This is an optimization exercise on Yosys and OpenROAD, whose aim is small area, not a production implementation. Where RTL was checked, it was by simulation tests only, not by an equivalence proof against the original. For runs 7 and 8, only the layout was checked, not whether the RTL still works. Power figures rest on the tool's default switching activity, not on a simulated workload.

==> flow/design.v <==
module display7(seg_number, an_number, seg, an);
    input wire [3:0] seg_number;
    input wire [1:0] an_number;
    output reg [7:0] seg;
    output reg [3:0] an;
    always @(*)
    begin
        case(seg_number)
            4'h0: seg = 8'b11000000;
            4'h1: seg = 8'b11111001;
            4'h2: seg = 8'b10100100;
            4'h3: seg = 8'b10110000;
            4'h4: seg = 8'b10011001;
            4'h5: seg = 8'b10010010;
            4'h6: seg = 8'b10000010;
            4'h7: seg = 8'b11111000;
            4'h8: seg = 8'b10000000;
            4'h9: seg = 8'b10010000;
            default: seg = 8'b00000000;
        endcase
        if (an_number == 2'b01)
            seg[7] = 1'b0;
        case(an_number)
            2'b00: an = 4'b0111;
            2'b01: an = 4'b1011;
            2'b10: an = 4'b1101;
            default: an = 4'b1110;
        endcase
    end
endmodule
module notes(clk, rst, speaker, signal);
    input clk;
    input rst;
    input [1:0] signal;      
    output reg speaker;
    reg [7:0] counter;
    always @(posedge clk)
    begin
        if (signal == 2'b00)
            counter <= 0;
        else if (!signal[1])
            counter <= (counter == 8'd55) ? 8'd0 : counter + 8'd1;
        else
            counter <= (counter == 8'd221) ? 8'd0 : counter + 8'd1;
        if (rst || signal == 2'b00)
            speaker <= 0;
        else if (!signal[1])
            speaker <= counter[5];
        else
            speaker <= counter[7];
    end
endmodule
module randomNumber(
    input clk,
    input rst,
    output reg [4:0] data
    );
   reg [4:0] data_next;
   always @* begin
    data_next[4] = data[4]^data[1];
    data_next[3] = data[3]^data[0];
    data_next[2] = data[2]^data_next[4];
    data_next[1] = data[1]^data_next[3];
    data_next[0] = data[0]^data_next[2];
   end
   always @(posedge clk) begin
    if(rst)
        data <= 5'h1f;
    else
        data <= data_next;
   end
endmodule
module clock_1hz(clk, rst, wrap, clk_500hz, clk_1hz);
    input clk;
    input rst;
    input wrap;
    input clk_500hz;
    output clk_1hz;
    reg [8:0] hi;
    assign clk_1hz = clk_500hz & (hi == 9'd0);
    always @(posedge clk)
        if (rst)
            hi <= 9'd0;
        else if (wrap)
            hi <= (hi == 9'd499) ? 9'd0 : hi + 9'd1;
endmodule
module clock_500hz(clk, rst, clk_500hz, wrap);
    input clk;
    input rst;
    output clk_500hz;    
    output wrap;         
    reg [3:0] lo;
    assign clk_500hz = lo[3] & lo[1];
    assign wrap = lo[3] & lo[0];
    always @(posedge clk)
        if (rst)
            lo <= 4'd0;
        else if (clk_500hz)
            lo <= 4'd1;
        else
            lo <= lo + 4'd1;
endmodule
module bopit(clk, rst, btnR, btnD, btnL, btnU, btnS, sw, seg, an, led, speaker);
    input clk;
    input rst;
    input btnR, btnS, btnD, btnU, btnL;
    input [7:0] sw;
    output [7:0] led;
    output [7:0] seg;
    output [3:0] an;
    output speaker;
    wire clk_1hz, clk_500hz, wrap;
    wire [4:0] randomBop;
    reg [1:0] signal;
    reg [3:0] seg_number;
    reg [3:0] ledCode;       
    reg [3:0] ledReg;
    reg [3:0] bopCode;
    reg [3:0] ones_seconds;
    reg tens_seconds;
    reg [3:0] ones_score;
    reg [3:0] tens_score;
    reg gameOn;
    reg roundWon;
    reg [1:0] roundDelay;
    reg [8:0] fail_count;
    reg scan_start;
    reg [1:0] scan_c;
    wire [1:0] an_number = scan_start ? 2'd0 : scan_c;
    wire [1:0] an_index = scan_start ? 2'd0 : scan_c + 2'd1;
    notes bop_notes(.clk(clk), .rst(rst), .signal(signal), .speaker(speaker));
    randomNumber randomNum(.clk(clk), .rst(rst), .data(randomBop));
    clock_500hz clock_500(.clk(clk), .rst(rst), .clk_500hz(clk_500hz), .wrap(wrap));
    clock_1hz clock_1(.clk(clk), .rst(rst), .wrap(wrap), .clk_500hz(clk_500hz), .clk_1hz(clk_1hz));
    display7 segmentDisplay(.seg_number(seg_number), .an_number(an_number), .seg(seg), .an(an));
    assign led = ledReg[3] ? 8'd0 : (8'd1 << ledReg[2:0]);
    wire [3:0] newCode = randomBop % 12;
    wire anyPress = (|sw) | btnU | btnL | btnD | btnR;
    reg correct;
    always @(*)
        case (bopCode)
            4'd8: correct = btnU;
            4'd9: correct = btnR;
            4'd10: correct = btnD;
            4'd11: correct = btnL;
            default: correct = sw[bopCode[2:0]];
        endcase
    always @(posedge clk)
    if (rst)
    begin
        ones_seconds <= 0;
        tens_seconds <= 0;
        scan_start <= 1;
        scan_c <= 2;
        ones_score <= 0;
        tens_score <= 0;
        bopCode <= 0;
        ledCode <= 4'b1000;
        gameOn <= 1;
        roundWon <= 0;
        roundDelay <= 0;
        signal <= 0;
        fail_count <= 0;
        seg_number <= 0;
        ledReg <= 4'b1000;
    end
    else
    begin
        if (btnS)
        begin
            roundWon <= 0;
            roundDelay <= 0;
            gameOn <= 1;
            ones_score <= 0;
            tens_score <= 0;
            ones_seconds <= 0;
            tens_seconds <= 0;
            bopCode <= newCode;
            fail_count <= 0;
        end
        if (!roundWon)
        begin
            if (correct)
                roundWon <= 1;
            else if (anyPress)
                gameOn <= 0;
        end
        if (clk_1hz && gameOn)
        begin
            if (roundWon)
            begin
                if (roundDelay == 0)
                    signal <= 1;
                if (roundDelay == 1)
                    signal <= 0;
                if (roundDelay == 3)
                begin
                    roundWon <= 0;
                    roundDelay <= 0;
                    bopCode <= newCode;
                    if (ones_score == 4'd9)
                    begin
                        ones_score <= 0;
                        tens_score <= tens_score + 4'd1;
                    end
                    else
                        ones_score <= ones_score + 4'd1;
                end
                else
                    roundDelay <= roundDelay + 2'd1;
                ones_seconds <= 0;
                tens_seconds <= 0;
            end
            else
            begin
                ones_seconds <= ones_seconds + 4'd1;
                if (ones_seconds == 4'd9)
                begin
                    ones_seconds <= 0;
                    tens_seconds <= 1;
                end
            end
        end
        if (tens_seconds)
        begin
            ones_seconds <= 0;
            tens_seconds <= 0;
            gameOn <= 0;
        end
        if (clk_500hz)
        begin
            scan_c <= scan_c + 2'd1;
            if (scan_c == 2'd3)
                scan_start <= 0;
            if (gameOn)
            begin
                case (an_index)
                    2'd0:
                    begin
                        seg_number <= bopCode[3] ? 4'd8 : 4'd5;
                        ledCode <= bopCode;
                        ledReg <= ledCode;
                    end
                    2'd1: seg_number <= {1'b0, bopCode[2:0]};
                    2'd2: seg_number <= 4'd0;
                    default: seg_number <= ones_seconds;
                endcase
            end
            else
            begin
                if (fail_count != 9'd500)
                begin
                    signal <= 2;
                    fail_count <= fail_count + 9'd1;
                end
                else
                    signal <= 0;
                case (an_index)
                    2'd2: seg_number <= tens_score;
                    2'd3: seg_number <= ones_score;
                    default: seg_number <= 4'd0;
                endcase
            end
        end
    end
endmodule
==> flow/run.sh <==
#!/bin/bash
# synth_recipe.tcl (not shown) runs the flow's synth.tcl, then flattens the netlist and writes it again
# the make line also repeats each setting of config.mk as NAME=value (left out here)
make -C /OpenROAD-flow-scripts/flow DESIGN_CONFIG=/design/flow/config.mk WORK_HOME=/design/flow/orfs CLKGATE_MAP_FILE= SYNTH_SCRIPT=/design/flow/synth_recipe.tcl finish
==> flow/config.mk <==
export PLATFORM = sky130hd
export DESIGN_NAME = bopit
export DESIGN_NICKNAME = bopit
export VERILOG_FILES = /design/flow/design.v
export SDC_FILE = /design/flow/constraint.sdc
export NUM_CORES = 4
export LEC_CHECK = 0
export CAP_MARGIN = 20
export CORE_MARGIN = 2
export CORE_UTILIZATION = 40
export SLEW_MARGIN = 20
==> flow/constraint.sdc <==
create_clock -name core_clock -period 10.0 [get_ports {clk}]
set_input_delay 2.0000 -clock core_clock [delete_from_list [all_inputs] [get_ports {clk}]]
set_output_delay 2.0000 -clock core_clock [all_outputs]
set_load 0.01 [all_outputs]
==> results of run 1 <==
[layer usage]
metal | vias up | share of wire | global-route usage
met2 | 39 | 0.47 | 0.259
li1 | 1711 | - | -
met4 | 0 | 0.0074 | 0.0545
met5 | - | 0 | 0
met3 | 5 | 0.035 | 0.0408
met1 | 1590 | 0.49 | 0.211
[worst max-delay path, cell delays in order, from the launching register on]
cell and delay, ns:
dfxtp_1 0.67, or3b_2 0.50, and2_1 0.17, clkdlybuf4s50_1 0.47
[registers in the layout, summed over array words and instances, names as in the netlist, 5 cells and up, named ones only]
signal	count
bop_notes.counter	8
clock_1.hi	9
fail_count	9
randomNum.data	5
seg	7
[layout make-up]
cell class | instances | area [µm²] | area share
multi-input combinational | 351 | 2340 | 0.488
sequential | 82 | 1640 | 0.342
timing repair buffer | 36 | 353 | 0.0736
tap | 136 | 170 | 0.0355
clock buffer | 10 | 128 | 0.0266
clock inverter | 6 | 91.3 | 0.0190
inverter | 19 | 71.3 | 0.0149
[power by group]
part | total (mW) | internal (mW) | switching, mW
Clock | 0.265 | 0.142 | 0.123
Combinational | 0.0695 | 0.0358 | 0.0337
Sequential | 0.366 | 0.342 | 0.0246
[cell usage in the layout, fill, tap and decap left out, drive strengths merged, types with 4 or more instances in the layout]
| cell | instances |
|---|---|
| inv | 19 |
| xnor2 | 15 |
| xor2 | 11 |
| a21oi | 25 |
| nand2 | 33 |
| nand3 | 16 |
| ha | 19 |
| a21o | 4 |
| or3 | 5 |
| a211oi | 7 |
| nor2b | 8 |
| nor4 | 8 |
| and3 | 6 |
| o21ai | 17 |
| dfxtp | 82 |
| clkinv | 4 |
| mux2 | 5 |
| mux2i | 10 |
| a31oi | 6 |
| clkdlybuf4s50 | 34 |
| and2 | 9 |
| clkbuf | 10 |
| nor2 | 72 |
| nor3 | 13 |
| nand2b | 10 |
| nand4 | 6 |
[final timing paths]
check                       start                    to  slack, ns
max                     scan_c[0]                seg[7]       5.83
max reg2reg             scan_c[0]                seg[4]       6.86
min          bop_notes.counter[0]  bop_notes.counter[0]       0.47
min reg2reg  bop_notes.counter[0]  bop_notes.counter[0]       0.47
[synth_stat cells (2+ instances only)]
master and count:
a211o_1 2, a211oi_1 6, a21o_1 4, a21oi_1 25, a22oi_1 3, a311oi_1 2
a31oi_1 6, a32oi_1 2, and2_1 8, and3_1 6, buf_1 3, buf_2 2
buf_4 2, clkbuf_1 4, dfxtp_1 82, ha_1 19, inv_1 18, mux2_2 4
mux2i_1 10, mux4_2 3, nand2_1 33, nand2b_1 9, nand3_1 16, nand3b_1 3
nand4_1 4, nand4b_1 3, nor2_1 71, nor2b_1 7, nor3_1 13, nor3b_1 2
nor4_1 7, o211ai_1 3, o21ai_0 16, or2_2 2, or3_1 5, xnor2_1 15
xor2_1 11
[cells by family (layout without fill, tap and decap cells)]
family / Yosys count / in the layout / synth area share
flops: 82 / 82 / 0.397
fa+ha+maj: 19 / 19 / 0.0576
xor+xnor: 26 / 26 / 0.0551
simple gates: 205 / 205 / 0.261
compound gates: 83 / 83 / 0.137
buf+inv: 33 / 71 / 0.0373
mux: 18 / 18 / 0.0542
==> results.yml, run 1 <==
hold_path:
  hold_depth: 1
  min_path_type: "reg -> reg"
timing:
  period_minus_slack_ns: 4.17
  finalCritPeriodShare: 0.417
  relSlewSlack: 0.539
  final.setup.worst_slack_ns: 5.83
  rsz0062_at_grt: "false"
  setup_viol: 0
  clock_skew_ns: 0.00966
  tightest_slew_ns: 0.684
  tns_ns: 0
  fmax_mhz: 240
  finalHoldViolations: 0
  whs_ns: 0.472
  drv_slew: 0
clock_tree:
  clk_path_buf_depth: 2
  clk_pin_slew_ns: 0.08
  clkLatencyLatePin_ns: 0.36
  cts-resized-gates: 0
  cts_setup_buffers: 0
  ctsHtreeMaxLevel: 3
  cts_buffers: 9
  clock_sinks: 82
  root_buffer: "clkbuf_8"
  cts_tree: "built"
  postCtsHoldBufs: 0
place:
  place_hpwl_um: 5980
  dp_slack_ns: 5.69
  dp.cells: 624
  placed_area_um2: 4580
  portBuffers: 35
  gp_congestion: 0.780
worst_setup_path:
  path_class: "reg -> out"
  required_ns: 8.00
  crit_path_max_fanout: 14
  end_kind: "output pin"
  r2r_cells: 9
  start_kind: "flip-flop"
  arrival_ns: 2.17
floorplanning:
  coreArea_um2: 10200
  start_util: 0.406
  io_pins: 36
  die_y_um: 106
  die_x_um: 106
  fp-row-count: 37
  dieArea_um2: 11200
yosys:
  yosysUniqueCellTypes: 72
  postSynth.asyncResetShare: 0
  syn_area_um2: 4130
  synth_top_area_share: 0.397
  synth_cells: 466
  yosys_register_bits: 82
  yosysWarnings: 6
  yosysSeqAreaShare: 0.397
  syn_avg_cell_area_um2: 8.86
  synth.largest_area_cell: "dfxtp_1"
  ys.flop_type: "dfxtp_1"
  ys_top_cells_by_area: "dfxtp_1, nor2_1, ha_1"
  syn_nets: 500
  synth_edf_count: 0
drt:
  ant_nets: 0
  vias_per_cell: 5.23
  drc: 0
  firstDrtPassIters: 4
  drt_iter0_markers: 153
  vias: 3345
  wl_per_cell_um: 13.4
  routed_wl_um: 8550
global_route:
  grt_pass1_wl_um: 14700
  grt_pass1_vias: 3149
  antenna_found_initial: 0
  grt_max_degree: 61
  grt_usage: 0.161
  gr-total-overflow: 0
power_and_ir_drop:
  power_uw: 700
  leakagePower_nw: 1.76
  p_per_area_nw_per_um2: 146
  vdd_ir_drop_max_v: 0.0000802
run:
  max_cap_violations: 0
finish:
  final_area_um2: 4800
  nFillCells: 992
  nNetsFinal: 533
  drive_above_1_share: 0.0833
  area.growth.synth_to_final_pct: 16.1
  finalNonFillerCells: 640
  antenna_cells: 0
  fin_util: 0.471
status:
  status: "no timing/DRC/antenna violations"
==> run 2: changes to the inputs <==
--- a/flow/design.v
+++ b/flow/design.v
@@ -2,30 +2,20 @@
     input wire [3:0] seg_number;
     input wire [1:0] an_number;
-    output reg [7:0] seg;
-    output reg [3:0] an;
-    always @(*)
-    begin
-        case(seg_number)
-            4'h0: seg = 8'b11000000;
-            4'h1: seg = 8'b11111001;
-            4'h2: seg = 8'b10100100;
-            4'h3: seg = 8'b10110000;
-            4'h4: seg = 8'b10011001;
-            4'h5: seg = 8'b10010010;
-            4'h6: seg = 8'b10000010;
-            4'h7: seg = 8'b11111000;
-            4'h8: seg = 8'b10000000;
-            4'h9: seg = 8'b10010000;
-            default: seg = 8'b00000000;
-        endcase
-        if (an_number == 2'b01)
-            seg[7] = 1'b0;
-        case(an_number)
-            2'b00: an = 4'b0111;
-            2'b01: an = 4'b1011;
-            2'b10: an = 4'b1101;
-            default: an = 4'b1110;
-        endcase
-    end
+    output wire [7:0] seg;
+    output wire [3:0] an;
+    localparam [15:0] S0 = 16'h0012, S1 = 16'h0060, S2 = 16'h0004, S3 = 16'h0092,
+                      S4 = 16'h02ba, S5 = 16'h008e, S6 = 16'h0083, S7 = 16'h03ff;
+    assign seg[0] = S0[seg_number];
+    assign seg[1] = S1[seg_number];
+    assign seg[2] = S2[seg_number];
+    assign seg[3] = S3[seg_number];
+    assign seg[4] = S4[seg_number];
+    assign seg[5] = S5[seg_number];
+    assign seg[6] = S6[seg_number];
+    assign seg[7] = S7[seg_number] & (an_number != 2'b01);
+    assign an[3] = an_number != 2'd0;
+    assign an[2] = an_number != 2'd1;
+    assign an[1] = an_number != 2'd2;
+    assign an[0] = an_number != 2'd3;
 endmodule
 module notes(clk, rst, speaker, signal);
--- a/flow/config.mk
+++ b/flow/config.mk
@@ -8,4 +8,5 @@
 export CAP_MARGIN = 20
 export CORE_MARGIN = 2
-export CORE_UTILIZATION = 40
+export CORE_UTILIZATION = 60
+export CTS_BUF_LIST = sky130_fd_sc_hd__clkbuf_2 sky130_fd_sc_hd__clkbuf_4
 export SLEW_MARGIN = 20
==> run 2 against run 1 <==
Effect of this change:
- still clean
- first-iteration DRC count rose by 12%
- clock skew rose by 0.0017 ns
- via count is 1.4% higher
- worst setup slack better by 0.065 ns
- area after synthesis fell by 2.2%
- sequential share of layout area down 1.7 points
- hold slack better by 0.010 ns
- cell area down 4.9%
- total power decreased by 6.8%
- count of clock-buffer cells in the layout did not move
- wire length fell by 2.7%
- non-clock buffer count did not move
- largest cell class unchanged
==> results.yml, run 2 <==
floorplanning:
  dieArea_um2: 7400
  start_util: 0.629
  coreArea_um2: 6420
  fp-row-count: 29
  die_y_um: 86.0
  io_pins: 36
  die_x_um: 86.0
place:
  portBuffers: 35
  gp_congestion: 0.917
  dp_slack_ns: 5.83
  place_hpwl_um: 5760
yosys:
  yosys.area_share.simple: 0.285
  synthMuxAreaShare: 0.0629
  yosys_register_bits: 74
  synth_edf_count: 0
  synth_top_family_by_area: "simple AND/OR/NAND/NOR gates"
  syn_avg_cell_area_um2: 8.74
  synth_cells: 462
  ys_top_cells_by_count: "dfxtp_1, nor2_1, nand2_1"
  synth_top_area_share: 0.367
  yosysSeqAreaShare: 0.367
  ys.flop_type: "dfxtp_1"
  synth-adder-area-share: 0.0620
  yosysUniqueCellTypes: 61
  ys_top_cells_by_area: "dfxtp_1, ha_1, nor2_1"
  yosysMostFrequentCell: "dfxtp_1"
  synth.largest_area_cell: "dfxtp_1"
  synth_compound_area_frac: 0.129
  syn_area_um2: 4040
  syn_nets: 497
  synth_xor_area_frac: 0.0542
  postSynth.asyncResetShare: 0
  yosysWarnings: 5
global_route:
  gr-total-overflow: 0
  grt_pass1_wl_um: 14500
  antenna_found_initial: 0
  grt_pass1_vias: 3227
  grt_usage: 0.242
  grt_max_degree: 45
drt:
  drc: 0
  ant_nets: 0
  routed_wl_um: 8320
  vias_per_cell: 5.95
  wl_per_cell_um: 14.6
  firstDrtPassIters: 5
  drt_iter0_markers: 172
  vias: 3391
clock_tree:
  clock_sinks: 74
  cts_tree: "built"
  cts_buffers: 9
  clkLatencyLatePin_ns: 0.42
  clk_pin_slew_ns: 0.12
  clk_path_buf_depth: 2
  root_buffer: "clkbuf_4"
  postCtsHoldBufs: 0
  ctsHtreeMaxLevel: 3
  cts-resized-gates: 0
  cts_setup_buffers: 0
finish:
  final_common_cell: "dfxtp_1"
  layout_common_cells: "dfxtp_1, nor2_1, nand2_1, clkdlybuf4s50_1, nand3_1"
  reg_top3: "clock_1.hi (9), fail_count (9), bop_notes.counter (8)"
  antenna_cells: 0
  nFillCells: 541
  drive_above_1_share: 0.0933
  area.growth.synth_to_final_pct: 13.0
  nNetsFinal: 523
worst_setup_path:
  crit_family: "flip-flops"
  max_stage_delay_ns: 0.57
  path_cells: "or3b_2 > a21boi_0 > clkdlybuf4s50_1"
  worst-path-buf-inv: 1
  start_kind: "flip-flop"
  required_ns: 8.00
  path_class: "reg -> out"
  end_kind: "output pin"
  slowest_stage: "dfxtp_1"
  arrival_ns: 2.10
  crit_path_max_fanout: 11
timing:
  clock_skew_ns: 0.0113
  tns_ns: 0
  final.setup.worst_slack_ns: 5.90
  rsz0062_at_grt: "false"
  period_minus_slack_ns: 4.10
  drv_slew: 0
  fmax_mhz: 244
  finalHoldViolations: 0
  relSlewSlack: 0.613
  finalCritPeriodShare: 0.410
  whs_ns: 0.483
  tightest_slew_ns: 0.577
  setup_viol: 0
status:
  status: "no timing/DRC/antenna violations"
power_and_ir_drop:
  leakagePower_nw: 1.69
  p_per_area_nw_per_um2: 143
  vdd_ir_drop_max_v: 0.000108
hold_path:
  min_path_type: "reg -> reg"
run:
  max_cap_violations: 0
[run 2: cell count changes after synthesis, sizes merged, moves of 5 or more]
cell    previous run  this run
dfxtp             82        74
nand3             16        29
clkbuf             5        14
a211oi             7         2
nor2              72        45
inv               19        13
and4               1         6
[run 2: area by class of cell]
type	instances	area [µm²]	share of cell area
Clock buffer	10	75.1	0.0165
Tap cell	77	96.3	0.0211
Clock inverter	6	105	0.0230
Timing Repair Buffer	36	358	0.0785
Sequential cell	74	1480	0.325
Multi-Input combinational cell	353	2390	0.525
Inverter	14	52.6	0.0115
[run 2: worst paths after layout]
kind / end / slack [ns] / cells past startpoint / startpoint
hold / removal: bop_notes.counter[0] / 0.48 / 1 / bop_notes.counter[0]
setup / recovery: seg[7] / 5.90 / 3 / scan_c[0]
hold reg to reg: bop_notes.counter[0] / 0.48 / 1 / bop_notes.counter[0]
setup reg to reg: roundDelay[0] / 8.01 / 6 / clock_1.hi[0]
[run 2: stage by stage]
| stage | cells | util | power (mW) | area, µm² |
|---|---|---|---|---|
| after detailed placement | 554 | 0.682 | 0.427 | 4380 |
| after global routing | 570 | 0.710 | 0.681 | 4560 |
| after CTS | 570 | 0.710 | 0.657 | 4560 |
| after global placement | 554 | 0.682 | 0.424 | 4380 |
| after floorplan | 462 | - | 0.403 | 4040 |
| final | 570 | 0.710 | 0.653 | 4560 |
[run 2: cells by family (layout without fill, tap and decap cells)]
kind of cell	count (synthesis)	after routing
fa+ha+maj	20	20
mux	23	23
flops	74	74
compound gates	78	78
buf+inv	35	66
xor+xnor	25	25
simple gates	207	207
[run 2: routing by layer]
layer,part of all wire,track usage,up-vias
met5,0,0,-
met4,0.017,0.104,0
met3,0.050,0.0423,14
met2,0.47,0.409,101
met1,0.46,0.303,1565
li1,-,-,1711
[run 2: worst register-to-register path, cell delays in order (launching register included)]
cell and delay, ns:
dfxtp_1 0.38, inv_1 0.08, ha_1 0.15, nor4b_4 0.50
nand4_2 0.29, or3_1 0.37, a21oi_1 0.16
[run 2: power by group]
part | internal (mW) | leakage [nW] | total (mW) | switching (mW)
logic | 0.0418 | 0.994 | 0.0806 | 0.0388
registers | 0.311 | 0.600 | 0.340 | 0.0290
clock network | 0.128 | 0.0917 | 0.231 | 0.104
total | 0.481 | 1.69 | 0.653 | 0.171
==> run 3: changes to the inputs <==
--- a/flow/config.mk
+++ b/flow/config.mk
@@ -8,5 +8,4 @@
 export CAP_MARGIN = 20
 export CORE_MARGIN = 2
-export CORE_UTILIZATION = 60
-export CTS_BUF_LIST = sky130_fd_sc_hd__clkbuf_2 sky130_fd_sc_hd__clkbuf_4
+export CORE_UTILIZATION = 40
 export SLEW_MARGIN = 20
==> run 3 against run 2 <==
Effect of this change:
- area after synthesis unchanged
- combinational power up 0.7%
- core utilization down 23 points
- via count down 2.5%
- sequential share of layout area is 0.78 points lower
- critical path type unchanged
- largest cell class unchanged
==> results.yml, run 3 <==
timing:
  finalCritPeriodShare: 0.408
  tightest_slew_ns: 0.562
  drv_slew: 0
  period_minus_slack_ns: 4.08
  relSlewSlack: 0.623
  clock_skew_ns: 0.0176
  rsz0062_at_grt: "false"
  fmax_mhz: 245
  tns_ns: 0
  finalHoldViolations: 0
  setup_viol: 0
power_and_ir_drop:
  power.switching_uw: 185
  internal-power_uw: 496
  p_per_area_nw_per_um2: 146
  vdd_ir_drop_max_v: 0.0000638
  p_sw_frac: 0.272
  leakagePower_nw: 1.70
  p_clk_frac: 0.385
  combinationalPowerShare: 0.119
  p_seq_frac: 0.496
worst_setup_path:
  r2r_cells: 6
  path_cells: "or3b_2 > a21boi_0 > clkdlybuf4s50_1"
  crit_path_max_fanout: 11
  required_ns: 8.00
  ff2ff_setup_slack_ns: 8.05
  worstReg2RegEnd: "bopCode[2]"
  path_class: "reg -> out"
  timing.rr.start: "clock_1.hi[0]"
  arrival_ns: 2.08
  slowest_stage: "dfxtp_1"
  crit_family: "flip-flops"
  end_kind: "output pin"
  start_kind: "flip-flop"
  max_stage_delay_ns: 0.59
  crit_path_start: "scan_c[0]"
  worst-path-buf-inv: 1
clock_tree:
  clk_path_buf_depth: 2
  clock_sinks: 74
  cts-resized-gates: 0
  cts_tree: "built"
  postCtsHoldBufs: 0
  cts_setup_buffers: 0
  clkLatencyLatePin_ns: 0.36
  clk_pin_slew_ns: 0.09
  root_buffer: "clkbuf_8"
  ctsHtreeMaxLevel: 3
  cts_buffers: 9
finish:
  final_common_cell: "dfxtp_1"
  final_area_um2: 4670
  drive_above_1_share: 0.0974
  nNetsFinal: 523
  area.growth.synth_to_final_pct: 15.7
  layout_common_cells: "dfxtp_1, nor2_1, nand2_1, clkdlybuf4s50_1, nand3_1"
  multi_input_area_um2: 2390
  reg_top3: "clock_1.hi (9), fail_count (9), bop_notes.counter (8)"
  seqCellArea_um2: 1480
  antenna_cells: 0
  nFillCells: 970
  finalNonFillerCells: 626
yosys:
  ys_top_cells_by_count: "dfxtp_1, nor2_1, nand2_1"
  yosysWarnings: 5
  synth_top_area_share: 0.367
  synth_edf_count: 0
  yosysUniqueCellTypes: 61
  yosys_register_bits: 74
  syn_nets: 497
  syn_area_um2: 4040
  synth-adder-area-share: 0.0620
  postSynth.asyncResetShare: 0
  syn_avg_cell_area_um2: 8.74
  yosysMostFrequentCell: "dfxtp_1"
  synthMuxAreaShare: 0.0629
  synth_top_family_by_area: "simple AND/OR/NAND/NOR gates"
  ys_top_cells_by_area: "dfxtp_1, ha_1, nor2_1"
  synth.largest_area_cell: "dfxtp_1"
  synth_cells: 462
  yosys.area_share.simple: 0.285
  synth_xor_area_frac: 0.0542
  ys.flop_type: "dfxtp_1"
  synth_compound_area_frac: 0.129
  yosysSeqAreaShare: 0.367
place:
  placed_area_um2: 4450
  dp.cells: 610
  portBuffers: 35
  gp_congestion: 0.760
  place_hpwl_um: 6020
hold_path:
  min_path_type: "reg -> reg"
  min-delay-start: "bop_notes.counter[0]"
  whs_endpoint: "bop_notes.counter[0]"
  hold_depth: 1
floorplanning:
  die_y_um: 104
  io_pins: 36
  coreArea_um2: 9770
  fp-row-count: 36
  die_x_um: 104
  start_util: 0.413
  dieArea_um2: 10900
drt:
  routed_wl_um: 8390
  drt_iter0_markers: 106
  vias: 3305
  ant_nets: 0
  vias_per_cell: 5.28
  drc: 0
  wl_per_cell_um: 13.4
  firstDrtPassIters: 4
global_route:
  grt_pass1_vias: 3138
  antenna_found_initial: 0
  grt_usage: 0.160
  gr-total-overflow: 0
  grt_max_degree: 45
  grt_pass1_wl_um: 14500
status:
  status: "no timing/DRC/antenna violations"
run:
  max_cap_violations: 0
[run 3: worst max path at each step]
stage	endpoint	slack [ns]	depth (start not counted)
finish	seg[7]	5.92	3
global route	seg[3]	5.84	5
floorplan	seg[7]	6.82	3
CTS	seg[7]	5.91	3
global placement	clock_1.hi[7]	5.85	6
detailed placement	clock_1.hi[7]	5.82	6
[run 3: logic make-up (layout without fill, tap and decap cells)]
kind of cell,after synthesis,after routing
multiplexers,23,23
buffers and inverters,35,66
AO/OA/AOI/OAI,78,78
AND/OR/NAND/NOR,207,207
adder cells (fa/ha/maj),20,20
XOR/XNOR,25,25
flip-flops,74,74
[run 3: per-stage QoR]
step | setup WS, ns | util | power (mW) | hold WS (ns)
global placement | 5.85 | 0.455 | 0.423 | 0.453
floorplan | 6.82 | - | 0.403 | 0.433
detailed placement | 5.82 | 0.455 | 0.426 | 0.465
global route | 5.84 | 0.478 | 0.712 | 0.508
finish | 5.92 | 0.478 | 0.681 | 0.479
CTS | 5.91 | 0.478 | 0.689 | 0.483
[run 3: final cells by class]
class                   count  area share
clock buffers               9      0.0265
clock inverters             7      0.0212
inverters                  14      0.0112
multi-input cells         353       0.512
flip-flops and latches     74       0.317
well taps                 133      0.0356
repair buffers             36      0.0766
[run 3: power groups by stage]
stage	clock network, mW	registers (mW)	logic [mW]
5_1_grt	0.279	0.343	0.0913
3_5_place_dp	0	0.345	0.0809
4_1_cts	0.269	0.338	0.0818
2_1_floorplan	0	0.333	0.0704
3_3_place_gp	0	0.345	0.0785
6_report	0.262	0.338	0.0812
[run 3: layer usage]
layer,GRT usage,routed length [µm]
met4,0.0579,143
met3,0.0351,296
met5,0,0
met1,0.209,4140
met2,0.256,3810
==> run 4: changes to the inputs <==
--- a/flow/design.v
+++ b/flow/design.v
@@ -61,26 +61,26 @@
    end
 endmodule
-module clock_1hz(clk, rst, wrap, clk_500hz, clk_1hz);
-    input clk;
-    input rst;
-    input wrap;
+module clock_1hz(clk, rst, clk_500hz, clk_1hz);
+    input clk;
+    input rst;
     input clk_500hz;
     output clk_1hz;
+    localparam [8:0] HI_FIRST = 9'b001101110;
+    localparam [8:0] HI_LAST = 9'b000110111;
     reg [8:0] hi;
-    assign clk_1hz = clk_500hz & (hi == 9'd0);
+    wire last = (hi == HI_LAST);
+    assign clk_1hz = clk_500hz & last;
     always @(posedge clk)
         if (rst)
-            hi <= 9'd0;
-        else if (wrap)
-            hi <= (hi == 9'd499) ? 9'd0 : hi + 9'd1;
-endmodule
-module clock_500hz(clk, rst, clk_500hz, wrap);
+            hi <= HI_FIRST;
+        else if (clk_500hz)
+            hi <= {hi[7:0], hi[8] ^ hi[4] ^ last};
+endmodule
+module clock_500hz(clk, rst, clk_500hz);
     input clk;
     input rst;
     output clk_500hz;    
-    output wrap;         
     reg [3:0] lo;
     assign clk_500hz = lo[3] & lo[1];
-    assign wrap = lo[3] & lo[0];
     always @(posedge clk)
         if (rst)
@@ -100,5 +100,5 @@
     output [3:0] an;
     output speaker;
-    wire clk_1hz, clk_500hz, wrap;
+    wire clk_1hz, clk_500hz;
     wire [4:0] randomBop;
     reg [1:0] signal;
@@ -121,6 +121,6 @@
     notes bop_notes(.clk(clk), .rst(rst), .signal(signal), .speaker(speaker));
     randomNumber randomNum(.clk(clk), .rst(rst), .data(randomBop));
-    clock_500hz clock_500(.clk(clk), .rst(rst), .clk_500hz(clk_500hz), .wrap(wrap));
-    clock_1hz clock_1(.clk(clk), .rst(rst), .wrap(wrap), .clk_500hz(clk_500hz), .clk_1hz(clk_1hz));
+    clock_500hz clock_500(.clk(clk), .rst(rst), .clk_500hz(clk_500hz));
+    clock_1hz clock_1(.clk(clk), .rst(rst), .clk_500hz(clk_500hz), .clk_1hz(clk_1hz));
     display7 segmentDisplay(.seg_number(seg_number), .an_number(an_number), .seg(seg), .an(an));
     assign led = ledReg[3] ? 8'd0 : (8'd1 << ledReg[2:0]);
==> flow/flow/run.sh (new file) <==
#!/bin/bash
# The standard layout, with two changes that only affect buffering:
#  - port buffers are the smallest buffer cell (buf_1) instead of clkdlybuf4s50_1
#  - clock tree synthesis adds no dummy loads
set -euo pipefail
export BUFFER_PORTS_ARGS="-buffer_cell sky130_fd_sc_hd__buf_1"
export CTS_ARGS="-sink_clustering_enable -repair_clock_nets -dont_use_dummy_load"
bash standard.sh > standard.log 2>&1
==> flow/standard.sh (new file) <==
#!/bin/bash
# synth_recipe.tcl (not shown) runs the flow's synth.tcl, then flattens the netlist and writes it again
# the make line also repeats each setting of config.mk as NAME=value (left out here)
make -C /OpenROAD-flow-scripts/flow DESIGN_CONFIG=/design/flow/config.mk WORK_HOME=/design/flow/orfs CLKGATE_MAP_FILE= SYNTH_SCRIPT=/design/flow/synth_recipe.tcl "${@:-finish}"
removed: flow/run.sh
==> run 4 against run 3 <==
Effect of this change:
- still clean
- highest routed layer unchanged
- synthesized cell count down 1.3%
- cell count down 2.9%
- critical path type unchanged
- core utilization down 2.5 points
==> results.yml, run 4 <==
status:
  status: "no timing/DRC/antenna violations"
yosys:
  ys_top_cells_by_count: "dfxtp_1, nand2_1, nor2_1"
  yosysMostFrequentCell: "dfxtp_1"
  syn_avg_cell_area_um2: 8.53
  synth.largest_area_cell: "dfxtp_1"
  yosysUniqueCellTypes: 59
  synth_edf_count: 0
  syn_area_um2: 3890
  yosys_register_bits: 74
  syn_nets: 489
  ys_top_cells_by_area: "dfxtp_1, ha_1, mux2i_1"
  yosysSeqAreaShare: 0.381
  synth_top_area_share: 0.381
  synth_cells: 456
  postSynth.asyncResetShare: 0
  ys.flop_type: "dfxtp_1"
  yosysWarnings: 5
worst_setup_path:
  arrival_ns: 1.68
  path_class: "reg -> out"
  required_ns: 8.00
  crit_path_max_fanout: 5
  end_kind: "output pin"
  path_cells: "inv_1 > ha_1 > or2_2 > a21oi_1 > buf_1"
  max_stage_delay_ns: 0.43
  worst-path-buf-inv: 2
  crit_family: "flip-flops"
  slowest_stage: "dfxtp_1"
  start_kind: "flip-flop"
run:
  max_cap_violations: 0
clock_tree:
  ctsHtreeMaxLevel: 3
  cts_buffers: 9
  clk_pin_slew_ns: 0.08
  cts_setup_buffers: 0
  root_buffer: "clkbuf_8"
  cts_tree: "built"
  clock_sinks: 74
  cts-resized-gates: 0
  postCtsHoldBufs: 0
  clkLatencyLatePin_ns: 0.34
  clk_path_buf_depth: 2
drt:
  drt_iter0_markers: 171
  drc: 0
  routed_wl_um: 8440
  vias: 3266
  vias_per_cell: 5.37
  wl_per_cell_um: 13.9
  ant_nets: 0
  firstDrtPassIters: 4
timing:
  rsz0062_at_grt: "false"
  finalHoldViolations: 0
  whs_ns: 0.468
  tns_ns: 0
  clock_skew_ns: 0.0256
  tightest_slew_ns: 0.811
  period_minus_slack_ns: 3.68
  finalCritPeriodShare: 0.368
  fmax_mhz: 272
  setup_viol: 0
  relSlewSlack: 0.454
  drv_slew: 0
power_and_ir_drop:
  p_per_area_nw_per_um2: 139
  power_uw: 589
  vdd_ir_drop_max_v: 0.0000623
  leakagePower_nw: 1.52
global_route:
  grt_pass1_wl_um: 14100
  grt_usage: 0.169
  gr-total-overflow: 0
  antenna_found_initial: 0
  grt_pass1_vias: 3046
  grt_max_degree: 48
finish:
  reg_top3: "clock_1.hi (9), fail_count (9), bop_notes.counter (8)"
  area.growth.synth_to_final_pct: 8.68
  fin_util: 0.453
  layout_common_cells: "dfxtp_1, nand2_1, nor2_1, buf_1, a21oi_1"
  final_common_cell: "dfxtp_1"
  final_area_um2: 4230
  nNetsFinal: 514
  drive_above_1_share: 0.0647
  antenna_cells: 0
floorplanning:
  start_util: 0.417
  io_pins: 36
  coreArea_um2: 9330
  die_y_um: 103
  dieArea_um2: 10500
  die_x_um: 103
  fp-row-count: 35
place:
  placed_area_um2: 4110
  gp_congestion: 0.809
  place_hpwl_um: 5990
  portBuffers: 35
hold_path:
  min_path_type: "reg -> reg"
## run 4: changes by cell type in the layout (fill, tap and decap cells not counted), moves of 4 or more
cell and change:
nand3_1 -5, and4_2 -4, mux2_2 -4, nor2_1 -7
buf_1 +34, xor2_1 -5, a21oi_1 +5, nand2_1 +11
clkdlybuf4s50_1 -35, mux2i_1 +5
## run 4: worst paths after layout
kind	start	endpoint	slack, ns	depth (start not counted)
worst min-delay path	bop_notes.counter[0]	bop_notes.counter[0]	0.47	1
worst max-delay path	seg_number[1]	seg[5]	6.32	5
worst max register to register	scan_c[0]	seg_number[3]	7.60	5
worst min register to register	bop_notes.counter[0]	bop_notes.counter[0]	0.47	1
## run 4: logic make-up after synthesis
group           synth area share
compound gates             0.137
xor+xnor                  0.0383
fa+ha+maj                 0.0579
buf+inv                   0.0379
flops                      0.381
mux                       0.0666
simple gates               0.281
## run 4: metal layers
layer | up-vias | global-route usage | part of all wire
li1 | 1680 | - | -
met1 | 1506 | 0.215 | 0.48
met2 | 70 | 0.287 | 0.46
met3 | 10 | 0.0258 | 0.040
met4 | 0 | 0.0687 | 0.017
met5 | - | 0 | 0
## run 4: cell type report
| cell class | instances | area (µm²) |
|---|---|---|
| multi-input combinational | 344 | 2260 |
| clock buffer | 9 | 124 |
| sequential | 74 | 1480 |
| fill | 936 | 5100 |
| tap | 129 | 161 |
| inverter | 16 | 60.1 |
| timing repair buffer | 36 | 140 |
## run 4: power breakdown
part / total (mW) / internal, mW / switching, mW / leakage [nW]
clock: 0.175 / 0.0804 / 0.0948 / 0.0647
combinational: 0.0769 / 0.0389 / 0.0380 / 0.853
sequential: 0.337 / 0.311 / 0.0262 / 0.600
## run 4: per-stage QoR
step	instances	setup slack, ns
2_1_floorplan	456	6.88
3_3_place_gp	599	6.20
3_5_place_dp	599	6.14
4_1_cts	608	6.31
5_1_grt	608	6.19
6_report	608	6.32
==> run 5: changes to the inputs <==
==> flow/flow/run.sh (replaced) <==
#!/bin/bash
# The standard layout (standard.sh) with these changes:
#  - synthesis is synth_recipe.tcl unchanged except that the abc pass uses
#    flow/abc_deep.script (area-oriented) instead of ORFS's speed script
#  - port buffers are buf_1 instead of clkdlybuf4s50_1
#  - clock tree synthesis adds no dummy loads
# Every tool's output is in standard.log and under orfs/logs/.
set -euo pipefail
W=$PWD
export OWN_ABC_SCRIPT=$W/flow/abc_deep.script
sed "s|^source \$::env(SCRIPTS_DIR)/synth.tcl|source $W/flow/abc_hook.tcl\nsource \$::env(SCRIPTS_DIR)/synth.tcl|" synth_recipe.tcl > own_synth.tcl
grep -q abc_hook own_synth.tcl
sed "s|/synth_recipe.tcl|/own_synth.tcl|" standard.sh > own_standard.sh
grep -q own_synth.tcl own_standard.sh
export BUFFER_PORTS_ARGS="-buffer_cell sky130_fd_sc_hd__buf_1"
export CTS_ARGS="-sink_clustering_enable -repair_clock_nets -dont_use_dummy_load ${OWN_CTS_EXTRA:-}"
bash own_standard.sh > standard.log 2>&1
==> flow/flow/abc_deep.script (new file) <==
strash
&get -n
&st
&deepsyn -T 40
&dch -f
&nf -R 1000
&put
topo
==> flow/flow/abc_hook.tcl (new file) <==
# Run Yosys's abc pass with this flow's area-oriented ABC script in place of
# the one ORFS picks; every other argument (liberty, dont_use, constraints)
# stays as ORFS gives it. Only combinational logic goes through abc.
proc abc {args} {
  set i [lsearch -exact $args -script]
  if { $i >= 0 } {
    lset args [expr { $i + 1 }] $::env(OWN_ABC_SCRIPT)
  }
  yosys abc {*}$args
}
==> run 5 against run 4 <==
Effect of this change:
- cell count is 13% lower
- non-clock buffer count up 1
- critical endpoint is now ledCode[0]
- combinational power rose by 3.3%
- synthesized cell count fell by 17%
- register-to-register slack worse by 0.85 ns
- still clean
==> results.yml, run 5 <==
drt:
  drt_iter0_markers: 103
  routed_wl_um: 6740
  firstDrtPassIters: 5
  drc: 0
  wl_per_cell_um: 12.8
  vias_per_cell: 5.40
  vias: 2853
  ant_nets: 0
worst_setup_path:
  r2r_cells: 10
  max_stage_delay_ns: 0.87
  slowest_stage: "nor3_1"
  path_class: "in -> reg"
  crit_family: "simple AND/OR/NAND/NOR gates"
  required_ns: 10.22
  end_kind: "flip-flop"
  ff2ff_setup_slack_ns: 6.75
  start_kind: "input pin"
  worstReg2RegEnd: "tens_score[0]"
  crit_path_max_fanout: 27
  path_cells: "buf_1 > buf_4 > or2_0 > nor3_1 > nor2_1 > a22o_1"
  worst-path-buf-inv: 2
  arrival_ns: 4.15
  timing.rr.start: "clock_1.hi[7]"
timing:
  fmax_mhz: 255
  relSlewSlack: 0.343
  tightest_slew_ns: 0.979
  finalHoldViolations: 0
  tns_ns: 0
  drv_slew: 0
  setup_viol: 0
  rsz0062_at_grt: "false"
  final.setup.worst_slack_ns: 6.08
  clock_skew_ns: 0.0176
  period_minus_slack_ns: 3.92
  finalCritPeriodShare: 0.392
yosys:
  postSynth.asyncResetShare: 0
  yosysWarnings: 5
  yosysSeqAreaShare: 0.442
  synth_cells: 378
  synth_top_area_share: 0.442
  syn_avg_cell_area_um2: 8.87
  yosys_register_bits: 74
  synth_edf_count: 0
  synth.largest_area_cell: "dfxtp_1"
  yosysMostFrequentCell: "dfxtp_1"
  syn_area_um2: 3350
  yosysUniqueCellTypes: 48
  ys.flop_type: "dfxtp_1"
  syn_nets: 411
  ys_top_cells_by_area: "dfxtp_1, ha_1, nor2_1"
  ys_top_cells_by_count: "dfxtp_1, nor2_1, nand2_1"
clock_tree:
  clkLatencyLatePin_ns: 0.34
  clk_pin_slew_ns: 0.08
  clock_sinks: 74
  root_buffer: "clkbuf_8"
  cts_setup_buffers: 0
  cts-resized-gates: 0
  cts_tree: "built"
  postCtsHoldBufs: 0
  cts_buffers: 9
  clk_path_buf_depth: 2
  ctsHtreeMaxLevel: 3
global_route:
  antenna_found_initial: 0
  grt_usage: 0.156
  grt_pass1_vias: 2533
  gr-total-overflow: 0
  grt_pass1_wl_um: 11200
  grt_max_degree: 28
finish:
  final_common_cell: "dfxtp_1"
  drive_above_1_share: 0.0331
  antenna_cells: 0
  reg_top3: "clock_1.hi (9), fail_count (9), bop_notes.counter (8)"
  nNetsFinal: 458
  multi_input_area_um2: 1800
  area.growth.synth_to_final_pct: 12.1
  finalNonFillerCells: 528
  layout_common_cells: "dfxtp_1, nor2_1, nand2_1, buf_1, nor3_1"
  fin_util: 0.460
  nFillCells: 831
  seqCellArea_um2: 1480
power_and_ir_drop:
  combinationalPowerShare: 0.135
  p_sw_frac: 0.266
  vdd_ir_drop_max_v: 0.0000657
  internal-power_uw: 432
  p_seq_frac: 0.577
  p_clk_frac: 0.288
  p_per_area_nw_per_um2: 157
  power.switching_uw: 157
  leakagePower_nw: 1.36
  power_uw: 588
place:
  dp_slack_ns: 5.73
  gp_congestion: 0.771
  dp.cells: 519
  place_hpwl_um: 5010
  portBuffers: 35
floorplanning:
  die_y_um: 95.6
  start_util: 0.410
  dieArea_um2: 9130
  fp-row-count: 33
  io_pins: 36
  coreArea_um2: 8180
  die_x_um: 95.6
hold_path:
  whs_endpoint: "ledReg[3]"
  min-delay-start: "ledCode[3]"
  hold_depth: 2
  min_path_type: "reg -> reg"
status:
  status: "no timing/DRC/antenna violations"
run:
  max_cap_violations: 0
-- run 5: cell count changes after synthesis, sizes merged, moves of 13 or more --
cell / before / now
clkbuf: 15 / 0
inv: 15 / 0
nand3: 24 / 6
nand2: 48 / 35
nor3: 10 / 27
mux2i: 18 / 2
a22o: 0 / 14
clkinv: 1 / 19
-- run 5: worst max-delay path by stage --
stage / slack, ns / cells past startpoint / start / to
after floorplan: 6.43 / 4 / rst / ledCode[0]
after global placement: 5.80 / 6 / rst / ledReg[1]
after detailed placement: 5.73 / 6 / rst / ledCode[1]
after CTS: 6.10 / 6 / rst / ledCode[0]
after global routing: 5.85 / 6 / rst / ledCode[0]
final: 6.08 / 6 / rst / ledCode[0]
-- run 5: tightest hold or removal path, cell delays in order, from the launching register on --
cell      delay [ns]
dfxtp_1         0.31
clkinv_1        0.05
a21oi_1         0.05
-- run 5: cell families (layout without fill, tap and decap cells) --
group,after synthesis,count (layout),synth area share
muxes,5,5,0.0228
buffers and inverters,20,65,0.0224
xor gates and xnor gates,9,9,0.0235
DFF,74,74,0.442
and+or+nand+nor,156,156,0.228
adders and majority gates,18,18,0.0672
AOI/OAI and AO/OA,96,96,0.195
-- run 5: area by class of cell --
class / instances / share of cell area
timing repair buffer: 37 / 0.0389
clock buffer: 9 / 0.0330
multi-input combinational: 284 / 0.480
sequential: 74 / 0.394
tap: 105 / 0.0350
inverter: 19 / 0.0190
-- run 5: power by group through the flow --
stage	registers (mW)	logic, mW	clock network, mW
after floorplan	0.339	0.0646	0
after global placement	0.346	0.0770	0
after detailed placement	0.346	0.0797	0
after CTS	0.339	0.0805	0.178
after global routing	0.344	0.0932	0.194
final	0.339	0.0794	0.170
-- run 5: routing by layer --
layer,up-vias,wire length [µm],track usage
met4,0,84,0.0488
met1,1305,3210,0.194
met5,-,0,0
li1,1482,-,-
met3,10,293,0.0482
met2,56,3150,0.259
-- run 5: metrics by stage --
stage | area [µm²] | hold WS, ns
after floorplan | 3350 | 0.421
after global placement | 3630 | 0.439
after global routing | 3760 | 0.483
after CTS | 3750 | 0.462
after detailed placement | 3630 | 0.447
final | 3760 | 0.458
==> run 6: changes to the inputs <==
==> flow/flow/run.sh (replaced) <==
#!/bin/bash
# The standard layout (standard.sh) with these changes:
#  - synthesis is synth_recipe.tcl unchanged except that the abc pass uses
#    flow/abc_deep.script (area-oriented) instead of ORFS's speed script, and
#    adders are left to abc instead of being mapped to half/full adder cells
#  - port buffers are buf_1 instead of clkdlybuf4s50_1
#  - clock tree synthesis adds no dummy loads and clusters all registers
#    under few clkbuf_8 buffers
# Every tool's output is in standard.log and under orfs/logs/.
set -euo pipefail
W=$PWD
export OWN_ABC_SCRIPT=$W/flow/abc_deep.script
sed "s|^source \$::env(SCRIPTS_DIR)/synth.tcl|source $W/flow/abc_hook.tcl\nsource \$::env(SCRIPTS_DIR)/synth.tcl|" synth_recipe.tcl > own_synth.tcl
grep -q abc_hook own_synth.tcl
sed "s|/synth_recipe.tcl|/own_synth.tcl|; s|CLKGATE_MAP_FILE= |CLKGATE_MAP_FILE= ADDER_MAP_FILE= |" standard.sh > own_standard.sh
grep -q "ADDER_MAP_FILE= " own_standard.sh
grep -q own_synth.tcl own_standard.sh
export BUFFER_PORTS_ARGS="-buffer_cell sky130_fd_sc_hd__buf_1"
export CTS_ARGS="-sink_clustering_enable -repair_clock_nets -dont_use_dummy_load -buf_list sky130_fd_sc_hd__clkbuf_8 -sink_clustering_size 100 -sink_clustering_max_diameter 500"
bash own_standard.sh > standard.log 2>&1
==> flow/flow/abc_deep.script (replaced) <==
strash
&get -n
&st
&deepsyn -T 40
&dch -f
&nf -R 1000
&put
mfs3 -a
topo
==> run 6 against run 5 <==
Effect of this change:
- largest power group unchanged
- die area fell by 8.8%
- synthesized cell count fell by 7.1%
- non-clock buffer count fell by 2
- highest routed layer unchanged
- area after synthesis fell by 9.1%
- still clean
- core utilization rose by 0.76 points
- critical path type unchanged
- sequential share of layout area rose by 3.8 points
- worst setup slack got worse by 0.16 ns
==> results.yml, run 6 <==
finish:
  nFillCells: 709
  layout_common_cells: "dfxtp_1, nor2_1, buf_1, nand2_1, a21oi_1"
  antenna_cells: 0
  area.growth.synth_to_final_pct: 12.4
  final_common_cell: "dfxtp_1"
  seqCellArea_um2: 1480
  multi_input_area_um2: 1510
  fin_util: 0.467
  final_area_um2: 3430
  drive_above_1_share: 0.0304
  reg_top3: "clock_1.hi (9), fail_count (9), bop_notes.counter (8)"
  nNetsFinal: 412
  finalNonFillerCells: 494
yosys:
  yosysMostFrequentCell: "dfxtp_1"
  synth_edf_count: 0
  yosysSeqAreaShare: 0.486
  syn_nets: 366
  synth.largest_area_cell: "dfxtp_1"
  syn_avg_cell_area_um2: 8.68
  yosys_register_bits: 74
  ys_top_cells_by_area: "dfxtp_1, nor2_1, a21oi_1"
  ys.flop_type: "dfxtp_1"
  synth_top_area_share: 0.486
  synth_cells: 351
  ys_top_cells_by_count: "dfxtp_1, nor2_1, nand2_1"
  postSynth.asyncResetShare: 0
  yosysWarnings: 5
  syn_area_um2: 3050
  yosysUniqueCellTypes: 37
worst_setup_path:
  start_kind: "input pin"
  critPathCapture: "fail_count[6]"
  max_stage_delay_ns: 0.63
  slowest_stage: "buf_1"
  critical_path_depth: 7
  path_class: "in -> reg"
  r2r_cells: 13
  worstReg2RegEnd: "tens_score[3]"
  timing.rr.start: "gameOn"
  worst-path-buf-inv: 2
  crit_path_start: "rst"
  path_cells: "buf_1 > clkinv_1 > nand3_1 > nor2_1 > o21ai_0 > and2_0 > nor3_1"
  arrival_ns: 4.30
  ff2ff_setup_slack_ns: 6.42
  required_ns: 10.22
  crit_path_max_fanout: 18
  crit_family: "buffers and inverters"
  end_kind: "flip-flop"
drt:
  ant_nets: 0
  drt_iter0_markers: 140
  routed_wl_um: 6520
  firstDrtPassIters: 4
  wl_per_cell_um: 13.2
  drc: 0
  vias_per_cell: 5.40
  vias: 2670
clock_tree:
  clkLatencyLatePin_ns: 0.35
  cts_setup_buffers: 0
  clk_pin_slew_ns: 0.08
  cts_tree: "built"
  ctsHtreeMaxLevel: 3
  root_buffer: "clkbuf_8"
  postCtsHoldBufs: 0
  clock_sinks: 74
  cts_buffers: 9
  clk_path_buf_depth: 2
  cts-resized-gates: 0
timing:
  tns_ns: 0
  finalCritPeriodShare: 0.408
  final.setup.worst_slack_ns: 5.92
  relSlewSlack: 0.352
  tightest_slew_ns: 0.965
  clock_skew_ns: 0.0181
  drv_slew: 0
  setup_viol: 0
  whs_ns: 0.447
  fmax_mhz: 245
  rsz0062_at_grt: "false"
  period_minus_slack_ns: 4.08
  finalHoldViolations: 0
global_route:
  gr-total-overflow: 0
  use_met3: 0.0299
  grt_usage: 0.167
  grtUsageMet2: 0.248
  grt_util_met1: 0.234
  grt_pass1_wl_um: 11300
  antenna_found_initial: 0
  grt.busiest_layer: "met2"
  grt_pass1_vias: 2397
  grt_max_degree: 19
floorplanning:
  io_pins: 36
  start_util: 0.416
  dieArea_um2: 8330
  die_x_um: 91.3
  die_y_um: 91.3
  fp-row-count: 31
  coreArea_um2: 7330
power_and_ir_drop:
  p_per_area_nw_per_um2: 170
  vdd_ir_drop_max_v: 0.0000840
  leakagePower_nw: 1.18
  power_uw: 582
run:
  max_cap_violations: 0
place:
  portBuffers: 35
  gp_congestion: 0.811
  dp_slack_ns: 5.57
  place_hpwl_um: 4720
  placed_area_um2: 3300
  dp.cells: 485
status:
  status: "no timing/DRC/antenna violations"
hold_path:
  min_path_type: "reg -> reg"
run 6: cell types whose count changed after synthesis, moves of 3 or more:
cell / before / now
clkinv_1: 19 / 15
a21oi_1: 26 / 31
nor2_1: 42 / 47
and3_1: 6 / 12
nand3_1: 6 / 10
xnor2_1: 6 / 9
o41ai_1: 4 / 1
ha_1: 18 / 0
nand2_1: 35 / 32
o21a_1: 1 / 6
nand2b_1: 10 / 4
run 6: layout make-up:
| cell class | instances | area share |
|---|---|---|
| Multi-Input combinational cell | 262 | 0.440 |
| Inverter | 15 | 0.0164 |
| Tap cell | 99 | 0.0362 |
| Sequential cell | 74 | 0.432 |
| Timing Repair Buffer | 35 | 0.0383 |
| Clock buffer | 9 | 0.0362 |
run 6: worst min-delay path by stage:
stage,from,endpoint,cells after the start
floorplan,ledCode[3],ledCode[3],2
global placement,ledCode[3],ledCode[3],2
detailed placement,ledCode[3],ledCode[3],2
CTS,ledCode[3],ledCode[3],2
global route,ledCode[3],ledCode[3],2
finish,ledCode[3],ledCode[3],2
run 6: power breakdown:
part,internal [mW],switching [mW],total [mW],leakage [nW]
Combinational,0.0329,0.0338,0.0667,0.512
Sequential,0.314,0.0273,0.341,0.600
Clock,0.0803,0.0940,0.174,0.0647
run 6: per-layer routing:
metal,routed length [µm],share of wire,up-vias
met3,278,0.043,12
met2,2740,0.42,73
li1,-,-,1378
met4,121,0.019,0
met1,3380,0.52,1207
met5,0,0,-
run 6: tightest hold or removal path, cell delays in order, from the launching register on:
cell,delay [ns]
dfxtp_1,0.31
clkinv_1,0.05
a21oi_1,0.05
run 6: cell families (layout without fill, tap and decap cells):
kind of cell / count (synthesis) / count (layout) / synth area share
multiplexers: 4 / 4 / 0.0255
XOR/XNOR: 12 / 12 / 0.0345
buffers and inverters: 15 / 59 / 0.0185
AND/OR/NAND/NOR: 155 / 155 / 0.240
AO/OA/AOI/OAI: 91 / 91 / 0.195
flip-flops: 74 / 74 / 0.486
==> run 7: changes to the inputs <==
--- a/flow/design.v
+++ b/flow/design.v
@@ -80,14 +80,13 @@
     input clk;
     input rst;
-    output clk_500hz;    
+    output clk_500hz;
     reg [3:0] lo;
-    assign clk_500hz = lo[3] & lo[1];
+    wire fb = lo[3] ? (lo[1] & ~lo[2]) : (lo[1] | lo[2] | ~lo[0]);
+    assign clk_500hz = lo[1] & ~lo[2] & ~lo[3];
     always @(posedge clk)
         if (rst)
-            lo <= 4'd0;
-        else if (clk_500hz)
-            lo <= 4'd1;
+            lo <= 4'd10;
         else
-            lo <= lo + 4'd1;
+            lo <= {lo[2:0], fb};
 endmodule
 module bopit(clk, rst, btnR, btnD, btnL, btnU, btnS, sw, seg, an, led, speaker);
--- a/flow/flow/run.sh
+++ b/flow/flow/run.sh
@@ -5,6 +5,6 @@
 #    adders are left to abc instead of being mapped to half/full adder cells
 #  - port buffers are buf_1 instead of clkdlybuf4s50_1
-#  - clock tree synthesis adds no dummy loads and clusters all registers
-#    under few clkbuf_8 buffers
+#  - clock tree synthesis adds no dummy loads; the tree has
+#    with a clkbuf_8 root and clkbuf_4 leaves
 # Every tool's output is in standard.log and under orfs/logs/.
 set -euo pipefail
@@ -17,4 +17,4 @@
 grep -q own_synth.tcl own_standard.sh
 export BUFFER_PORTS_ARGS="-buffer_cell sky130_fd_sc_hd__buf_1"
-export CTS_ARGS="-sink_clustering_enable -repair_clock_nets -dont_use_dummy_load -buf_list sky130_fd_sc_hd__clkbuf_8 -sink_clustering_size 100 -sink_clustering_max_diameter 500"
+export CTS_ARGS="-sink_clustering_enable -repair_clock_nets -dont_use_dummy_load -root_buf sky130_fd_sc_hd__clkbuf_8 -buf_list sky130_fd_sc_hd__clkbuf_4"
 bash own_standard.sh > standard.log 2>&1
==> run 7 against run 6 <==
Effect of this change:
- wire length is 6.4% lower
- via count down 3.1%
- global-route usage shrank 1.1 points
- critical path depth shrank 2
- largest cell class unchanged
- total power rose by 8.6%
- largest power group unchanged
- sequential power rose by 5%
- critical path type is now reg -> out
- combinational power rose by 48%
==> results.yml, run 7 <==
timing:
  rsz0062_at_grt: "false"
  tns_ns: 0
  clock_skew_ns: 0.0196
  drv_slew: 0
  period_minus_slack_ns: 3.97
  finalHoldViolations: 0
  fmax_mhz: 252
  finalCritPeriodShare: 0.397
  setup_viol: 0
  final.setup.worst_slack_ns: 6.03
  tightest_slew_ns: 0.731
  relSlewSlack: 0.507
  whs_ns: 0.443
clock_tree:
  ctsHtreeMaxLevel: 3
  clkLatencyLatePin_ns: 0.34
  cts-resized-gates: 0
  cts_setup_buffers: 0
  cts_buffers: 9
  cts_tree: "built"
  clk_pin_slew_ns: 0.07
  root_buffer: "clkbuf_8"
  clock_sinks: 74
  clk_path_buf_depth: 2
  postCtsHoldBufs: 0
worst_setup_path:
  arrival_ns: 1.97
  required_ns: 8.00
  path_class: "reg -> out"
  start_kind: "flip-flop"
  timing.rr.start: "clock_500.lo[2]"
  end_kind: "output pin"
  crit_path_max_fanout: 9
  crit_path_start: "scan_c[0]"
global_route:
  grt.busiest_layer: "met1"
  grt_pass1_wl_um: 10600
  use_met3: 0.0299
  grt_util_met1: 0.226
  grt_pass1_vias: 2301
  grtUsageMet2: 0.222
  grt_usage: 0.156
  antenna_found_initial: 0
  gr-total-overflow: 0
  grt_max_degree: 22
yosys:
  syn_avg_cell_area_um2: 8.91
  ys.flop_type: "dfxtp_1"
  yosysUniqueCellTypes: 42
  ys_top_cells_by_count: "dfxtp_1, nor2_1, nand2_1, nor3_1, a21oi_1"
  synth.largest_area_cell: "dfxtp_1"
  yosysWarnings: 5
  synth_top_area_share: 0.487
  synth_cells: 341
  synth_edf_count: 0
  syn_nets: 356
  syn_area_um2: 3040
  yosys_register_bits: 74
  yosysSeqAreaShare: 0.487
  yosysMostFrequentCell: "dfxtp_1"
  postSynth.asyncResetShare: 0
  ys_top_cells_by_area: "dfxtp_1, nor2_1, nor3_1"
drt:
  drc: 0
  drt_iter0_markers: 118
  ant_nets: 0
  vias: 2587
  firstDrtPassIters: 4
  vias_per_cell: 5.33
  wl_per_cell_um: 12.6
  routed_wl_um: 6100
power_and_ir_drop:
  power.switching_uw: 182
  p_per_area_nw_per_um2: 185
  leakagePower_nw: 1.21
  vdd_ir_drop_max_v: 0.0000592
  p_seq_frac: 0.568
  combinationalPowerShare: 0.156
  p_sw_frac: 0.287
  p_clk_frac: 0.276
  internal-power_uw: 451
place:
  dp.cells: 476
  place_hpwl_um: 4460
  dp_slack_ns: 6.06
  gp_congestion: 0.751
  portBuffers: 35
finish:
  antenna_cells: 0
  final_common_cell: "dfxtp_1"
  seqCellArea_um2: 1480
  layout_common_cells: "dfxtp_1, nor2_1, buf_1, nand2_1, nor3_1"
  nNetsFinal: 403
  multi_input_area_um2: 1510
  fin_util: 0.470
  finalNonFillerCells: 485
  reg_top3: "clock_1.hi (9), fail_count (9), bop_notes.counter (8)"
  nFillCells: 752
  area.growth.synth_to_final_pct: 12.7
  drive_above_1_share: 0.0311
floorplanning:
  start_util: 0.417
  fp-row-count: 31
  io_pins: 36
  dieArea_um2: 8310
  die_y_um: 91.2
  die_x_um: 91.2
  coreArea_um2: 7290
hold_path:
  min-delay-start: "clock_500.lo[2]"
  min_path_type: "reg -> reg"
status:
  status: "no timing/DRC/antenna violations"
run:
  max_cap_violations: 0
run 7: cell count changes after synthesis, sizes merged, moves of 3 or more:
cell / previous run / this run
nor2: 47 / 50
a21oi: 31 / 22
or2: 0 / 3
a21o: 0 / 5
nand3: 10 / 5
o21a: 6 / 3
clkinv: 15 / 12
a221oi: 4 / 9
nand2: 32 / 26
and3: 12 / 8
and2: 7 / 3
run 7: logic make-up (layout without fill, tap and decap cells):
family | count (synthesis) | in the layout | share of synthesized area
simple gates | 149 | 149 | 0.238
xor+xnor | 12 | 12 | 0.0346
flops | 74 | 74 | 0.487
mux | 5 | 5 | 0.0247
compound gates | 89 | 89 | 0.200
buf+inv | 12 | 57 | 0.0148
run 7: cell type report:
cell class              count  area share
well taps                  99      0.0362
repair buffers             36      0.0405
clock buffers               9      0.0362
flip-flops and latches     74       0.432
inverters                  12      0.0131
multi-input cells         255       0.442
run 7: power by group through the flow:
stage / Combinational [mW] / Sequential [mW] / Clock, mW
final: 0.0986 / 0.359 / 0.175
after CTS: 0.0995 / 0.360 / 0.179
after global placement: 0.0985 / 0.366 / 0
after detailed placement: 0.0987 / 0.366 / 0
after floorplan: 0.0785 / 0.355 / 0
after global routing: 0.114 / 0.366 / 0.192
run 7: path summary, 6_finish.rpt:
check	endpoint	slack, ns	cells after the start
worst max register to register	tens_score[3]	6.43	13
worst min register to register	clock_500.lo[3]	0.44	2
worst min-delay path	clock_500.lo[3]	0.44	2
worst max-delay path	an[1]	6.03	5
run 7: stage by stage:
step | instance area [µm²] | power, mW
floorplan | 3040 | 0.434
global placement | 3300 | 0.464
detailed placement | 3300 | 0.465
CTS | 3430 | 0.638
global route | 3430 | 0.672
finish | 3430 | 0.632
run 7: layer usage:
layer  vias to the layer above  part of all wire
met1                      1181              0.54
met3                        10             0.041
met4                         0             0.015
li1                       1349                 -
met5                         -                 0
met2                        47              0.41
run 7: worst max-delay path: stages (launching register included):
cell      delay (ns)
dfxtp_1         0.37
a21oi_1         0.28
clkinv_1        0.19
nor2_1          0.50
clkinv_1        0.14
buf_1           0.15
==> run 8: changes to the inputs <==
--- a/flow/flow/run.sh
+++ b/flow/flow/run.sh
@@ -6,5 +6,5 @@
 #  - port buffers are buf_1 instead of clkdlybuf4s50_1
 #  - clock tree synthesis adds no dummy loads; the tree has
-#    with a clkbuf_8 root and clkbuf_4 leaves
+#    with a clkbuf_8 root and clkbuf_2 leaves
 # Every tool's output is in standard.log and under orfs/logs/.
 set -euo pipefail
@@ -17,4 +17,4 @@
 grep -q own_synth.tcl own_standard.sh
 export BUFFER_PORTS_ARGS="-buffer_cell sky130_fd_sc_hd__buf_1"
-export CTS_ARGS="-sink_clustering_enable -repair_clock_nets -dont_use_dummy_load -root_buf sky130_fd_sc_hd__clkbuf_8 -buf_list sky130_fd_sc_hd__clkbuf_4"
+export CTS_ARGS="-sink_clustering_enable -repair_clock_nets -dont_use_dummy_load -root_buf sky130_fd_sc_hd__clkbuf_8 -buf_list sky130_fd_sc_hd__clkbuf_2"
 bash own_standard.sh > standard.log 2>&1
==> run 8 against run 7 <==
Effect of this change:
- still clean
- first-iteration DRC count unchanged
- clock power about the same
- combinational power about the same
==> results.yml, run 8 <==
yosys:
  synth_xor_area_frac: 0.0346
  yosysWarnings: 5
  yosysMostFrequentCell: "dfxtp_1"
  syn_avg_cell_area_um2: 8.91
  ys.flop_type: "dfxtp_1"
  synth-adder-area-share: 0
  ys_top_cells_by_area: "dfxtp_1, nor2_1, nor3_1"
  yosys_register_bits: 74
  synth_top_area_share: 0.487
  syn_nets: 356
  yosys.area_share.simple: 0.238
power_and_ir_drop:
  vdd_ir_drop_max_v: 0.0000592
  power.switching_uw: 182
  p_per_area_nw_per_um2: 185
  p_seq_frac: 0.568
  combinationalPowerShare: 0.156
  internal-power_uw: 451
  leakagePower_nw: 1.21
finish:
  nNetsFinal: 403
  reg_top3: "clock_1.hi (9), fail_count (9), bop_notes.counter (8)"
  drive_above_1_share: 0.0311
  antenna_cells: 0
worst_setup_path:
  start_kind: "flip-flop"
  crit_family: "simple AND/OR/NAND/NOR gates"
  end_kind: "output pin"
  r2r_cells: 13
  worst-path-buf-inv: 3
  crit_path_start: "scan_c[0]"
  path_class: "reg -> out"
  crit_path_max_fanout: 9
  required_ns: 8.00
  path_cells: "a21oi_1 > clkinv_1 > nor2_1 > clkinv_1 > buf_1"
  worstReg2RegEnd: "tens_score[3]"
  cpMostUsedCell: "clkinv_1"
  max_stage_delay_ns: 0.50
  ff2ff_setup_slack_ns: 6.43
clock_tree:
  root_buffer: "clkbuf_8"
  clk_path_buf_depth: 2
  postCtsHoldBufs: 0
  cts_setup_buffers: 0
  cts_buffers: 9
  cts-resized-gates: 0
  clkLatencyLatePin_ns: 0.34
hold_path:
  min_path_type: "reg -> reg"
  min-delay-start: "clock_500.lo[2]"
  hold_depth: 2
  whs_endpoint: "clock_500.lo[3]"
timing:
  fmax_mhz: 252
  tightest_slew_ns: 0.731
  relSlewSlack: 0.507
  clock_skew_ns: 0.0196
  setup_viol: 0
  finalCritPeriodShare: 0.397
drt:
  vias_per_cell: 5.33
  drc: 0
  drt_iter0_markers: 118
  ant_nets: 0
  wl_per_cell_um: 12.6
  vias: 2587
  firstDrtPassIters: 4
global_route:
  antenna_found_initial: 0
  grt_max_degree: 22
place:
  place_hpwl_um: 4460
  portBuffers: 35
  placed_area_um2: 3300
  gp_congestion: 0.751
floorplanning:
  dieArea_um2: 8310
  start_util: 0.417
  coreArea_um2: 7290
  die_y_um: 91.2
status:
  status: "no timing/DRC/antenna violations"
run 8: how the worst max path moves through the flow:
stage | endpoint | slack [ns] | cells past startpoint
4_1_cts | an[1] | 6.03 | 5
2_1_floorplan | tens_score[3] | 6.56 | 7
3_3_place_gp | tens_score[3] | 6.15 | 9
6_report | an[1] | 6.03 | 5
5_1_grt | an[1] | 5.79 | 5
3_5_place_dp | tens_score[3] | 6.06 | 9
run 8: logic make-up (layout without fill, tap and decap cells):
kind of cell	Yosys count	count (layout)
XOR/XNOR	12	12
buffers and inverters	12	57
AND/OR/NAND/NOR	149	149
multiplexers	5	5
AO/OA/AOI/OAI	89	89
flip-flops	74	74
run 8: tightest hold or removal path: stages, from the launching register on:
cell and delay (ns):
dfxtp_1 0.30, clkinv_1 0.06, nand2_1 0.04
run 8: power groups by stage:
stage,logic (mW),registers (mW),clock network (mW)
floorplan,0.0785,0.355,0
global placement,0.0985,0.366,0
detailed placement,0.0987,0.366,0
CTS,0.0995,0.360,0.179
global route,0.114,0.366,0.192
finish,0.0986,0.359,0.175
run 8: per-stage QoR:
step / hold WS, ns / util / std cells / power (mW)
after global routing: 0.465 / 0.470 / 485 / 0.672
after CTS: 0.448 / 0.470 / 485 / 0.638
after floorplan: 0.416 / - / 341 / 0.434
after global placement: 0.440 / 0.453 / 476 / 0.464
after detailed placement: 0.436 / 0.453 / 476 / 0.465
final: 0.443 / 0.470 / 485 / 0.632
run 8: cell type report:
type,count,area [µm²],area share
tap,99,124,0.0362
clock buffer,9,124,0.0362
multi-input combinational,255,1510,0.442
sequential,74,1480,0.432
timing repair buffer,36,139,0.0405
inverter,12,45.0,0.0131
run 8: per-layer routing:
metal | track usage | part of all wire | up-vias
met5 | 0 | 0 | -
met4 | 0.0707 | 0.015 | 0
met3 | 0.0299 | 0.041 | 10
li1 | - | - | 1349
met1 | 0.226 | 0.54 | 1181
met2 | 0.222 | 0.41 | 47

Re-timed with assumed drivers on the ports (clkbuf_16 on the clock, buf_2 on other inputs), run 8 has 6.005 ns of setup slack against 6.032 ns with ideal ports, and 6.052 ns once port delays also move by the mid clock arrival of 0.362 ns.
